From an optimization exercise on the open Yosys and OpenROAD flow, aimed at small area, a short achievable clock period and few clock cycles per item; shortcuts taken in it are not production practice.
At most, simulation tests tie the RTL to the original design; equivalence was not proved.

==> run Y: inputs <==
==> flow/design.v (excerpt) <==
module Raptor64Mult(rst, clk, ld, sgn, isMuli, a, b, imm, o, done);
input clk;
input rst;
input ld;
input sgn;
input isMuli;
input [63:0] a;
input [63:0] b;
input [63:0] imm;
output [127:0] o;
output done;
reg [6:0] ph;        
reg [64:0] ar;        
reg [69:0] dr;        
reg [65:0] sr, cr;    
reg [13:0] lsr, lcr;  
reg busy;            
reg nbit;             
reg ca, cb;           
wire [6:0] one0, two0, neg0;  
wire [6:0] one1, two1, neg1;  
wire [6:0] one2, two2, neg2;  
wire first = ph[0];
assign done = ph[6];
wire [70:0] bx = {{6{sgn & b[63]}}, b, 1'b0};
wire [70:0] ix = {{6{sgn & imm[63]}}, imm, 1'b0};
wire [14:0] xb = ({15{~busy}} & bx[14:0]) | ({15{ph[0]}} & bx[28:14]) | ({15{ph[1]}} & bx[42:28]) | ({15{ph[2]}} & bx[56:42]) | ({15{ph[3]}} & bx[70:56]);
wire [14:0] xi = ({15{~busy}} & ix[14:0]) | ({15{ph[0]}} & ix[28:14]) | ({15{ph[1]}} & ix[42:28]) | ({15{ph[2]}} & ix[56:42]) | ({15{ph[3]}} & ix[70:56]);
wire [14:0] xd = isMuli ? xi : xb;
wire [6:0] one_n, two_n, neg_n;
genvar k;
generate for (k = 0; k < 7; k = k + 1) begin : enc
	wire one_d = xd[2*k+1] ^ xd[2*k];
	wire two_d = (xd[2*k+2] & ~xd[2*k+1] & ~xd[2*k]) | (~xd[2*k+2] & xd[2*k+1] & xd[2*k]);
	wire neg_d = xd[2*k+2] & ~(xd[2*k+1] & xd[2*k]);
	assign one_n[k] = one_d;
	assign two_n[k] = two_d;
	assign neg_n[k] = neg_d;
end endgenerate
always @(posedge clk) begin
	if (rst)
		ph <= 7'd0;
	else
		ph <= {ph[5:0], ld};
	busy <= ~rst & (ld | ph[0] | ph[1] | ph[2] | ph[3]);
	ar <= ph[5] ? {7'b0, fin[71:14]} : {sgn & a[63], a};
end
digq u_q0 (.clk(clk), .one_n(one_n), .two_n(two_n), .neg_n(neg_n), .one(one0), .two(two0), .neg(neg0));
digq u_q1 (.clk(clk), .one_n(one_n), .two_n(two_n), .neg_n(neg_n), .one(one1), .two(two1), .neg(neg1));
digq u_q2 (.clk(clk), .one_n(one_n), .two_n(two_n), .neg_n(neg_n), .one(one2), .two(two2), .neg(neg2));
wire [65:0] r_0;
assign r_0[0] = (one0[0] & ar[0]) ^ neg0[0];
wire m_0_1;
bmx u_m0_1 (.a1(ar[1]), .a0(ar[0]), .one(one0[0]), .two(two0[0]), .m(m_0_1));
bx u_x0_1 (.m(m_0_1), .neg(neg0[0]), .r(r_0[1]));
wire m_0_2;
  ...
Settings: LEC_CHECK=0, ABC_CLOCK_PERIOD_IN_PS=3000, CAP_MARGIN=50, CORE_MARGIN=2, CORE_UTILIZATION=55, SETUP_SLACK_MARGIN=5, SLEW_MARGIN=70, SYNTH_HIERARCHICAL=1, SYNTH_MINIMUM_KEEP_SIZE=0; clock period 10.0 ns.
standard.sh (not shown) runs the stock make flow with config.mk's settings and CLKGATE_MAP_FILE= SYNTH_SCRIPT=/design/flow/synth_recipe.tcl, a recipe that flattens the netlist after the stock synthesis.
==> flow/flow/run.sh <==
#!/bin/bash
set -euo pipefail
MARGIN=$(cat flow/margin.txt)
export BUFFER_PORTS_ARGS="-buffer_cell $(cat flow/bufcell.txt)"
sed -e "s/SETUP_SLACK_MARGIN=[-0-9.]*/SETUP_SLACK_MARGIN=${MARGIN}/" standard.sh > standard_margin.sh
grep -q "SETUP_SLACK_MARGIN=${MARGIN}" standard_margin.sh
bash standard_margin.sh > standard_margin.log 2>&1
==> flow/flow/bufcell.txt <==
sky130_fd_sc_hd__buf_1
==> flow/flow/margin.txt <==
6.7
==> inputs of run A, as changes to run Y <==
--- a/flow/design.v
+++ b/flow/design.v
@@ -12,41 +12,50 @@
 reg [6:0] ph;        
 reg [64:0] ar;        
 reg [69:0] dr;        
 reg [65:0] sr, cr;    
 reg [13:0] lsr, lcr;  
 reg busy;            
+reg shf;             
 reg nbit;             
 reg ca, cb;           
 wire [6:0] one0, two0, neg0;  
 wire [6:0] one1, two1, neg1;  
 wire [6:0] one2, two2, neg2;  
+reg [57:0] oh;        
+wire [63:0] d = isMuli ? imm : b;
+wire [84:0] dx = {{20{sgn & d[63]}}, d, 1'b0};   
 wire first = ph[0];
 assign done = ph[6];
-wire [70:0] bx = {{6{sgn & b[63]}}, b, 1'b0};
-wire [70:0] ix = {{6{sgn & imm[63]}}, imm, 1'b0};
-wire [14:0] xb = ({15{~busy}} & bx[14:0]) | ({15{ph[0]}} & bx[28:14]) | ({15{ph[1]}} & bx[42:28]) | ({15{ph[2]}} & bx[56:42]) | ({15{ph[3]}} & bx[70:56]);
-wire [14:0] xi = ({15{~busy}} & ix[14:0]) | ({15{ph[0]}} & ix[28:14]) | ({15{ph[1]}} & ix[42:28]) | ({15{ph[2]}} & ix[56:42]) | ({15{ph[3]}} & ix[70:56]);
-wire [14:0] xd = isMuli ? xi : xb;
+wire [14:0] xr = dr[14:0];
+wire [14:0] xb = {b[13:0], 1'b0};
+wire [14:0] xi = {imm[13:0], 1'b0};
 wire [6:0] one_n, two_n, neg_n;
 genvar k;
 generate for (k = 0; k < 7; k = k + 1) begin : enc
-	wire one_d = xd[2*k+1] ^ xd[2*k];
-	wire two_d = (xd[2*k+2] & ~xd[2*k+1] & ~xd[2*k]) | (~xd[2*k+2] & xd[2*k+1] & xd[2*k]);
-	wire neg_d = xd[2*k+2] & ~(xd[2*k+1] & xd[2*k]);
-	assign one_n[k] = one_d;
-	assign two_n[k] = two_d;
-	assign neg_n[k] = neg_d;
+	wire one_r = xr[2*k+1] ^ xr[2*k];
+	wire two_r = (xr[2*k+2] & ~xr[2*k+1] & ~xr[2*k]) | (~xr[2*k+2] & xr[2*k+1] & xr[2*k]);
+	wire neg_r = xr[2*k+2] & ~(xr[2*k+1] & xr[2*k]);
+	wire one_b = xb[2*k+1] ^ xb[2*k];
+	wire two_b = (xb[2*k+2] & ~xb[2*k+1] & ~xb[2*k]) | (~xb[2*k+2] & xb[2*k+1] & xb[2*k]);
+	wire neg_b = xb[2*k+2] & ~(xb[2*k+1] & xb[2*k]);
+	wire one_i = xi[2*k+1] ^ xi[2*k];
+	wire two_i = (xi[2*k+2] & ~xi[2*k+1] & ~xi[2*k]) | (~xi[2*k+2] & xi[2*k+1] & xi[2*k]);
+	wire neg_i = xi[2*k+2] & ~(xi[2*k+1] & xi[2*k]);
+	assign one_n[k] = busy ? one_r : isMuli ? one_i : one_b;
+	assign two_n[k] = busy ? two_r : isMuli ? two_i : two_b;
+	assign neg_n[k] = busy ? neg_r : isMuli ? neg_i : neg_b;
 end endgenerate
 always @(posedge clk) begin
 	if (rst)
 		ph <= 7'd0;
 	else
 		ph <= {ph[5:0], ld};
 	busy <= ~rst & (ld | ph[0] | ph[1] | ph[2] | ph[3]);
-	ar <= ph[5] ? {7'b0, fin[71:14]} : {sgn & a[63], a};
+	shf <= ~rst & (ld | ph[0] | ph[1] | ph[2] | ph[3] | ph[4]);
+	ar <= {sgn & a[63], a};
 end
 digq u_q0 (.clk(clk), .one_n(one_n), .two_n(two_n), .neg_n(neg_n), .one(one0), .two(two0), .neg(neg0));
 digq u_q1 (.clk(clk), .one_n(one_n), .two_n(two_n), .neg_n(neg_n), .one(one1), .two(two1), .neg(neg1));
 digq u_q2 (.clk(clk), .one_n(one_n), .two_n(two_n), .neg_n(neg_n), .one(one2), .two(two2), .neg(neg2));
 wire [65:0] r_0;
 assign r_0[0] = (one0[0] & ar[0]) ^ neg0[0];
@@ -1959,13 +1968,16 @@
 assign s935 = ~r_6[64];
 assign c936 = r_6[64];
 wire [79:0] ts = {1'b0, 1'b1, r_6[65], s935, s933, s931, s929, s927, s925, s923, s921, s919, s917, s915, s913, s911, s909, s907, s905, s903, s901, s899, s897, s895, s893, s891, s889, s887, s885, s883, s881, s879, s877, s875, s873, s871, s869, s867, s865, s863, s861, s859, s857, s855, s853, s851, s849, s847, s845, s843, s841, s839, s837, s835, s833, s831, s829, s827, s825, s823, s821, s819, s817, s815, s813, s811, s809, s807, s805, s803, s801, s799, s797, s795, s793, s791, s789, s787, s785, s783};
 wire [79:0] tc = {1'b0, 1'b0, c936, c934, c932, c930, c928, c926, c924, c922, c920, c918, c916, c914, c912, c910, c908, c906, c904, c902, c900, c898, c896, c894, c892, c890, c888, c886, c884, c882, c880, c878, c876, c874, c872, c870, c868, c866, c864, c862, c860, c858, c856, c854, c852, c850, c848, c846, c844, c842, c840, c838, c836, c834, c832, c830, c828, c826, c824, c822, c820, c818, c816, c814, c812, c810, c808, c806, c804, c802, c800, c798, c796, c794, c792, c790, c788, c786, c784, 1'b0};
 wire [15:0] lo = (lsr & {14{~first}}) + ({lcr[13:1], ca} & {14{~first}}) + {nbit, 12'b0} + cb;
 always @(posedge clk) begin
-	dr <= {lo[13:0], dr[69:14]};
+	if (shf)
+		dr <= {lo[13:0], dr[69:14]};
+	else
+		dr <= dx[83:14];
 	sr <= ts[79:14];
 	cr <= tc[79:14];
 	lsr <= ts[13:0];
 	lcr <= tc[13:0];
 	nbit <= busy & neg2[6];
 	ca <= busy & (lo[15] | lo[14]);
@@ -2362,13 +2374,15 @@
 gn u_fa_Gf_68 (.gh(fa_g[67]), .ph(fa_p[67]), .gl(fa_Gs5_67), .go(fa_Gf_68));
 wire fa_Gf_70;
 gn u_fa_Gf_70 (.gh(fa_g[69]), .ph(fa_p[69]), .gl(fa_Gs5_69), .go(fa_Gf_70));
 wire fa_Gf_72;
 gn u_fa_Gf_72 (.gh(fa_g[71]), .ph(fa_p[71]), .gl(fa_Gs5_71), .go(fa_Gf_72));
 wire [71:0] fin = {(fa_p[71] ^ fa_Gs5_71), (fa_p[70] ^ fa_Gf_70), (fa_p[69] ^ fa_Gs5_69), (fa_p[68] ^ fa_Gf_68), (fa_p[67] ^ fa_Gs5_67), (fa_p[66] ^ fa_Gf_66), (fa_p[65] ^ fa_Gs5_65), (fa_p[64] ^ fa_Gf_64), (fa_p[63] ^ fa_Gs4_63), (fa_p[62] ^ fa_Gf_62), (fa_p[61] ^ fa_Gs4_61), (fa_p[60] ^ fa_Gf_60), (fa_p[59] ^ fa_Gs4_59), (fa_p[58] ^ fa_Gf_58), (fa_p[57] ^ fa_Gs4_57), (fa_p[56] ^ fa_Gf_56), (fa_p[55] ^ fa_Gs4_55), (fa_p[54] ^ fa_Gf_54), (fa_p[53] ^ fa_Gs4_53), (fa_p[52] ^ fa_Gf_52), (fa_p[51] ^ fa_Gs4_51), (fa_p[50] ^ fa_Gf_50), (fa_p[49] ^ fa_Gs4_49), (fa_p[48] ^ fa_Gf_48), (fa_p[47] ^ fa_Gs4_47), (fa_p[46] ^ fa_Gf_46), (fa_p[45] ^ fa_Gs4_45), (fa_p[44] ^ fa_Gf_44), (fa_p[43] ^ fa_Gs4_43), (fa_p[42] ^ fa_Gf_42), (fa_p[41] ^ fa_Gs4_41), (fa_p[40] ^ fa_Gf_40), (fa_p[39] ^ fa_Gs4_39), (fa_p[38] ^ fa_Gf_38), (fa_p[37] ^ fa_Gs4_37), (fa_p[36] ^ fa_Gf_36), (fa_p[35] ^ fa_Gs4_35), (fa_p[34] ^ fa_Gf_34), (fa_p[33] ^ fa_Gs4_33), (fa_p[32] ^ fa_Gf_32), (fa_p[31] ^ fa_Gs3_31), (fa_p[30] ^ fa_Gf_30), (fa_p[29] ^ fa_Gs3_29), (fa_p[28] ^ fa_Gf_28), (fa_p[27] ^ fa_Gs3_27), (fa_p[26] ^ fa_Gf_26), (fa_p[25] ^ fa_Gs3_25), (fa_p[24] ^ fa_Gf_24), (fa_p[23] ^ fa_Gs3_23), (fa_p[22] ^ fa_Gf_22), (fa_p[21] ^ fa_Gs3_21), (fa_p[20] ^ fa_Gf_20), (fa_p[19] ^ fa_Gs3_19), (fa_p[18] ^ fa_Gf_18), (fa_p[17] ^ fa_Gs3_17), (fa_p[16] ^ fa_Gf_16), (fa_p[15] ^ fa_Gs2_15), (fa_p[14] ^ fa_Gf_14), (fa_p[13] ^ fa_Gs2_13), (fa_p[12] ^ fa_Gf_12), (fa_p[11] ^ fa_Gs2_11), (fa_p[10] ^ fa_Gf_10), (fa_p[9] ^ fa_Gs2_9), (fa_p[8] ^ fa_Gf_8), (fa_p[7] ^ fa_Gs1_7), (fa_p[6] ^ fa_Gf_6), (fa_p[5] ^ fa_Gs1_5), (fa_p[4] ^ fa_Gf_4), (fa_p[3] ^ fa_Gs0_3), (fa_p[2] ^ fa_Gf_2), (fa_p[1] ^ fa_Ga_1), (fa_p[0] ^ cb)};
-assign o = {ar[57:0], dr};
+always @(posedge clk)
+	oh <= fin[71:14];
+assign o = {oh, dr};
 endmodule
 module pgc(a, b, p, g);
 input a, b;
 output p, g;
 assign p = a ^ b;
 assign g = a & b;
==> flow/flow/margin.txt (replaced) <==
6.8
==> inputs of run H, as changes to run Y <==
--- a/flow/design.v
+++ b/flow/design.v
@@ -12,41 +12,50 @@
 reg [6:0] ph;        
 reg [64:0] ar;        
 reg [69:0] dr;        
 reg [65:0] sr, cr;    
 reg [13:0] lsr, lcr;  
 reg busy;            
+reg shf;             
 reg nbit;             
 reg ca, cb;           
 wire [6:0] one0, two0, neg0;  
 wire [6:0] one1, two1, neg1;  
 wire [6:0] one2, two2, neg2;  
+reg [57:0] oh;        
+wire [63:0] d = isMuli ? imm : b;
+wire [84:0] dx = {{20{sgn & d[63]}}, d, 1'b0};   
 wire first = ph[0];
 assign done = ph[6];
-wire [70:0] bx = {{6{sgn & b[63]}}, b, 1'b0};
-wire [70:0] ix = {{6{sgn & imm[63]}}, imm, 1'b0};
-wire [14:0] xb = ({15{~busy}} & bx[14:0]) | ({15{ph[0]}} & bx[28:14]) | ({15{ph[1]}} & bx[42:28]) | ({15{ph[2]}} & bx[56:42]) | ({15{ph[3]}} & bx[70:56]);
-wire [14:0] xi = ({15{~busy}} & ix[14:0]) | ({15{ph[0]}} & ix[28:14]) | ({15{ph[1]}} & ix[42:28]) | ({15{ph[2]}} & ix[56:42]) | ({15{ph[3]}} & ix[70:56]);
-wire [14:0] xd = isMuli ? xi : xb;
+wire [14:0] xr = dr[14:0];
+wire [14:0] xb = {b[13:0], 1'b0};
+wire [14:0] xi = {imm[13:0], 1'b0};
 wire [6:0] one_n, two_n, neg_n;
 genvar k;
 generate for (k = 0; k < 7; k = k + 1) begin : enc
-	wire one_d = xd[2*k+1] ^ xd[2*k];
-	wire two_d = (xd[2*k+2] & ~xd[2*k+1] & ~xd[2*k]) | (~xd[2*k+2] & xd[2*k+1] & xd[2*k]);
-	wire neg_d = xd[2*k+2] & ~(xd[2*k+1] & xd[2*k]);
-	assign one_n[k] = one_d;
-	assign two_n[k] = two_d;
-	assign neg_n[k] = neg_d;
+	wire one_r = xr[2*k+1] ^ xr[2*k];
+	wire two_r = (xr[2*k+2] & ~xr[2*k+1] & ~xr[2*k]) | (~xr[2*k+2] & xr[2*k+1] & xr[2*k]);
+	wire neg_r = xr[2*k+2] & ~(xr[2*k+1] & xr[2*k]);
+	wire one_b = xb[2*k+1] ^ xb[2*k];
+	wire two_b = (xb[2*k+2] & ~xb[2*k+1] & ~xb[2*k]) | (~xb[2*k+2] & xb[2*k+1] & xb[2*k]);
+	wire neg_b = xb[2*k+2] & ~(xb[2*k+1] & xb[2*k]);
+	wire one_i = xi[2*k+1] ^ xi[2*k];
+	wire two_i = (xi[2*k+2] & ~xi[2*k+1] & ~xi[2*k]) | (~xi[2*k+2] & xi[2*k+1] & xi[2*k]);
+	wire neg_i = xi[2*k+2] & ~(xi[2*k+1] & xi[2*k]);
+	assign one_n[k] = busy ? one_r : isMuli ? one_i : one_b;
+	assign two_n[k] = busy ? two_r : isMuli ? two_i : two_b;
+	assign neg_n[k] = busy ? neg_r : isMuli ? neg_i : neg_b;
 end endgenerate
 always @(posedge clk) begin
 	if (rst)
 		ph <= 7'd0;
 	else
 		ph <= {ph[5:0], ld};
 	busy <= ~rst & (ld | ph[0] | ph[1] | ph[2] | ph[3]);
-	ar <= ph[5] ? {7'b0, fin[71:14]} : {sgn & a[63], a};
+	shf <= ~rst & (ld | ph[0] | ph[1] | ph[2] | ph[3] | ph[4]);
+	ar <= {sgn & a[63], a};
 end
 digq u_q0 (.clk(clk), .one_n(one_n), .two_n(two_n), .neg_n(neg_n), .one(one0), .two(two0), .neg(neg0));
 digq u_q1 (.clk(clk), .one_n(one_n), .two_n(two_n), .neg_n(neg_n), .one(one1), .two(two1), .neg(neg1));
 digq u_q2 (.clk(clk), .one_n(one_n), .two_n(two_n), .neg_n(neg_n), .one(one2), .two(two2), .neg(neg2));
 wire [65:0] r_0;
 assign r_0[0] = (one0[0] & ar[0]) ^ neg0[0];
@@ -1959,13 +1968,16 @@
 assign s935 = ~r_6[64];
 assign c936 = r_6[64];
 wire [79:0] ts = {1'b0, 1'b1, r_6[65], s935, s933, s931, s929, s927, s925, s923, s921, s919, s917, s915, s913, s911, s909, s907, s905, s903, s901, s899, s897, s895, s893, s891, s889, s887, s885, s883, s881, s879, s877, s875, s873, s871, s869, s867, s865, s863, s861, s859, s857, s855, s853, s851, s849, s847, s845, s843, s841, s839, s837, s835, s833, s831, s829, s827, s825, s823, s821, s819, s817, s815, s813, s811, s809, s807, s805, s803, s801, s799, s797, s795, s793, s791, s789, s787, s785, s783};
 wire [79:0] tc = {1'b0, 1'b0, c936, c934, c932, c930, c928, c926, c924, c922, c920, c918, c916, c914, c912, c910, c908, c906, c904, c902, c900, c898, c896, c894, c892, c890, c888, c886, c884, c882, c880, c878, c876, c874, c872, c870, c868, c866, c864, c862, c860, c858, c856, c854, c852, c850, c848, c846, c844, c842, c840, c838, c836, c834, c832, c830, c828, c826, c824, c822, c820, c818, c816, c814, c812, c810, c808, c806, c804, c802, c800, c798, c796, c794, c792, c790, c788, c786, c784, 1'b0};
 wire [15:0] lo = (lsr & {14{~first}}) + ({lcr[13:1], ca} & {14{~first}}) + {nbit, 12'b0} + cb;
 always @(posedge clk) begin
-	dr <= {lo[13:0], dr[69:14]};
+	if (shf)
+		dr <= {lo[13:0], dr[69:14]};
+	else
+		dr <= dx[83:14];
 	sr <= ts[79:14];
 	cr <= tc[79:14];
 	lsr <= ts[13:0];
 	lcr <= tc[13:0];
 	nbit <= busy & neg2[6];
 	ca <= busy & (lo[15] | lo[14]);
@@ -2362,13 +2374,15 @@
 gn u_fa_Gf_68 (.gh(fa_g[67]), .ph(fa_p[67]), .gl(fa_Gs5_67), .go(fa_Gf_68));
 wire fa_Gf_70;
 gn u_fa_Gf_70 (.gh(fa_g[69]), .ph(fa_p[69]), .gl(fa_Gs5_69), .go(fa_Gf_70));
 wire fa_Gf_72;
 gn u_fa_Gf_72 (.gh(fa_g[71]), .ph(fa_p[71]), .gl(fa_Gs5_71), .go(fa_Gf_72));
 wire [71:0] fin = {(fa_p[71] ^ fa_Gs5_71), (fa_p[70] ^ fa_Gf_70), (fa_p[69] ^ fa_Gs5_69), (fa_p[68] ^ fa_Gf_68), (fa_p[67] ^ fa_Gs5_67), (fa_p[66] ^ fa_Gf_66), (fa_p[65] ^ fa_Gs5_65), (fa_p[64] ^ fa_Gf_64), (fa_p[63] ^ fa_Gs4_63), (fa_p[62] ^ fa_Gf_62), (fa_p[61] ^ fa_Gs4_61), (fa_p[60] ^ fa_Gf_60), (fa_p[59] ^ fa_Gs4_59), (fa_p[58] ^ fa_Gf_58), (fa_p[57] ^ fa_Gs4_57), (fa_p[56] ^ fa_Gf_56), (fa_p[55] ^ fa_Gs4_55), (fa_p[54] ^ fa_Gf_54), (fa_p[53] ^ fa_Gs4_53), (fa_p[52] ^ fa_Gf_52), (fa_p[51] ^ fa_Gs4_51), (fa_p[50] ^ fa_Gf_50), (fa_p[49] ^ fa_Gs4_49), (fa_p[48] ^ fa_Gf_48), (fa_p[47] ^ fa_Gs4_47), (fa_p[46] ^ fa_Gf_46), (fa_p[45] ^ fa_Gs4_45), (fa_p[44] ^ fa_Gf_44), (fa_p[43] ^ fa_Gs4_43), (fa_p[42] ^ fa_Gf_42), (fa_p[41] ^ fa_Gs4_41), (fa_p[40] ^ fa_Gf_40), (fa_p[39] ^ fa_Gs4_39), (fa_p[38] ^ fa_Gf_38), (fa_p[37] ^ fa_Gs4_37), (fa_p[36] ^ fa_Gf_36), (fa_p[35] ^ fa_Gs4_35), (fa_p[34] ^ fa_Gf_34), (fa_p[33] ^ fa_Gs4_33), (fa_p[32] ^ fa_Gf_32), (fa_p[31] ^ fa_Gs3_31), (fa_p[30] ^ fa_Gf_30), (fa_p[29] ^ fa_Gs3_29), (fa_p[28] ^ fa_Gf_28), (fa_p[27] ^ fa_Gs3_27), (fa_p[26] ^ fa_Gf_26), (fa_p[25] ^ fa_Gs3_25), (fa_p[24] ^ fa_Gf_24), (fa_p[23] ^ fa_Gs3_23), (fa_p[22] ^ fa_Gf_22), (fa_p[21] ^ fa_Gs3_21), (fa_p[20] ^ fa_Gf_20), (fa_p[19] ^ fa_Gs3_19), (fa_p[18] ^ fa_Gf_18), (fa_p[17] ^ fa_Gs3_17), (fa_p[16] ^ fa_Gf_16), (fa_p[15] ^ fa_Gs2_15), (fa_p[14] ^ fa_Gf_14), (fa_p[13] ^ fa_Gs2_13), (fa_p[12] ^ fa_Gf_12), (fa_p[11] ^ fa_Gs2_11), (fa_p[10] ^ fa_Gf_10), (fa_p[9] ^ fa_Gs2_9), (fa_p[8] ^ fa_Gf_8), (fa_p[7] ^ fa_Gs1_7), (fa_p[6] ^ fa_Gf_6), (fa_p[5] ^ fa_Gs1_5), (fa_p[4] ^ fa_Gf_4), (fa_p[3] ^ fa_Gs0_3), (fa_p[2] ^ fa_Gf_2), (fa_p[1] ^ fa_Ga_1), (fa_p[0] ^ cb)};
-assign o = {ar[57:0], dr};
+always @(posedge clk)
+	oh <= fin[71:14];
+assign o = {oh, dr};
 endmodule
 module pgc(a, b, p, g);
 input a, b;
 output p, g;
 assign p = a ^ b;
 assign g = a & b;
==> flow/flow/margin.txt (replaced) <==
6.6
Settings changed: CTS_BUF_LIST set to sky130_fd_sc_hd__clkbuf_4 sky130_fd_sc_hd__clkbuf_8.
==> metrics.cfg <==
[status]
status=timing/DRC/antenna clean

[route]
dr_wl_met3_um=8996
wl_per_cell_um=27.46

[worst_setup_path]
cp.arrival_ps=1290
r2r_start=sr[18]

[final_layout]
final_cell_mix=460 x a22o_1, 452 x xor2_1, 452 x fa_1

[power_and_ir_drop]
internal_power_mw=9.159

[global_route]
grt_pass1_vias=26588

the above is filed under run Y

==> metrics.cfg <==
[status]
status=timing/DRC/antenna clean

[global_route]
grt_pass1_vias=27024
grt_util_met3=0.06332

[worst_setup_path]
r2r_start=ph[0]
cp.arrival_ps=1380

[power_and_ir_drop]
power.group.top=combinational logic

[yosys]
avgSynthCellArea_um2=11.56

[route]
wl_per_cell_um=26.72
dr_wl_met3_um=8846

[clock_network]
cts_buffers=78

the above is filed under run H

==> metrics.cfg <==
[status]
status=timing/DRC/antenna clean

[final_layout]
final_cell_mix=511 x xor2_1, 455 x a22o_1, 419 x fa_1
seq_cell_count=423

[worst_setup_path]
crit_chain=buf_16 -> buf_4 -> bufbuf_16 -> nor2b_1 -> fa_1 -> fa_1 -> fa_1 -> fa_1
cp.arrival_ps=3680
r2r_start=ph[0]

[route]
dr_wl_met3_um=8867
wl_per_cell_um=27.41

[power_and_ir_drop]
internal_power_mw=8.792

[timing]
tightest_slew_ps=526.4

the above is filed under run A

Testbench counts of run A, summed over its fixed seeds: cycles 19,200, items 2,400.
Testbench counts of run H, summed over its fixed seeds: cycles 19,200, items 2,400.
For run Y, only the layout was checked, not whether the RTL still works.

==> what the ideal ports hide <==
The results above use ideal ports. As a check the final layouts listed here were re-extracted and re-timed, cells and wires unchanged.
Step 1 assumes that a clkbuf_16 drives the clock port and a buf_2 every other input.
Step 2, shift: input delay + t, output delay - t, t = (earliest + latest rising clock arrival at the registers) / 2. This alone moves slack from input paths to output paths.
Slacks: no drivers / after step 1 / after step 2; pairs: no drivers / after step 1.
| run | t (ns) | slack for setup (ns) | hold WS [ns] | worst register clock-pin slew, ns | worst data-port slew with drivers (ns) |
|---|---|---|---|---|---|
| run Y | 0.681 | 6.713 / 6.648 / 6.345 | 0.346 / 0.346 / 0.346 | 0.07 / 0.07 | 0.11 |
| run A | 0.662 | 6.800 / 6.758 / 6.242 | 0.454 / 0.454 / 0.454 | 0.07 / 0.07 | 0.12 |
| run H | 0.738 | 6.625 / 6.564 / 5.981 | 0.443 / 0.443 / 0.443 | 0.08 / 0.08 | 0.13 |
After both steps setup and hold are still met in every run listed. For run H, which loses most, drivers alone change the setup slack by -0.061 ns; drivers and shift together by -0.644 ns.
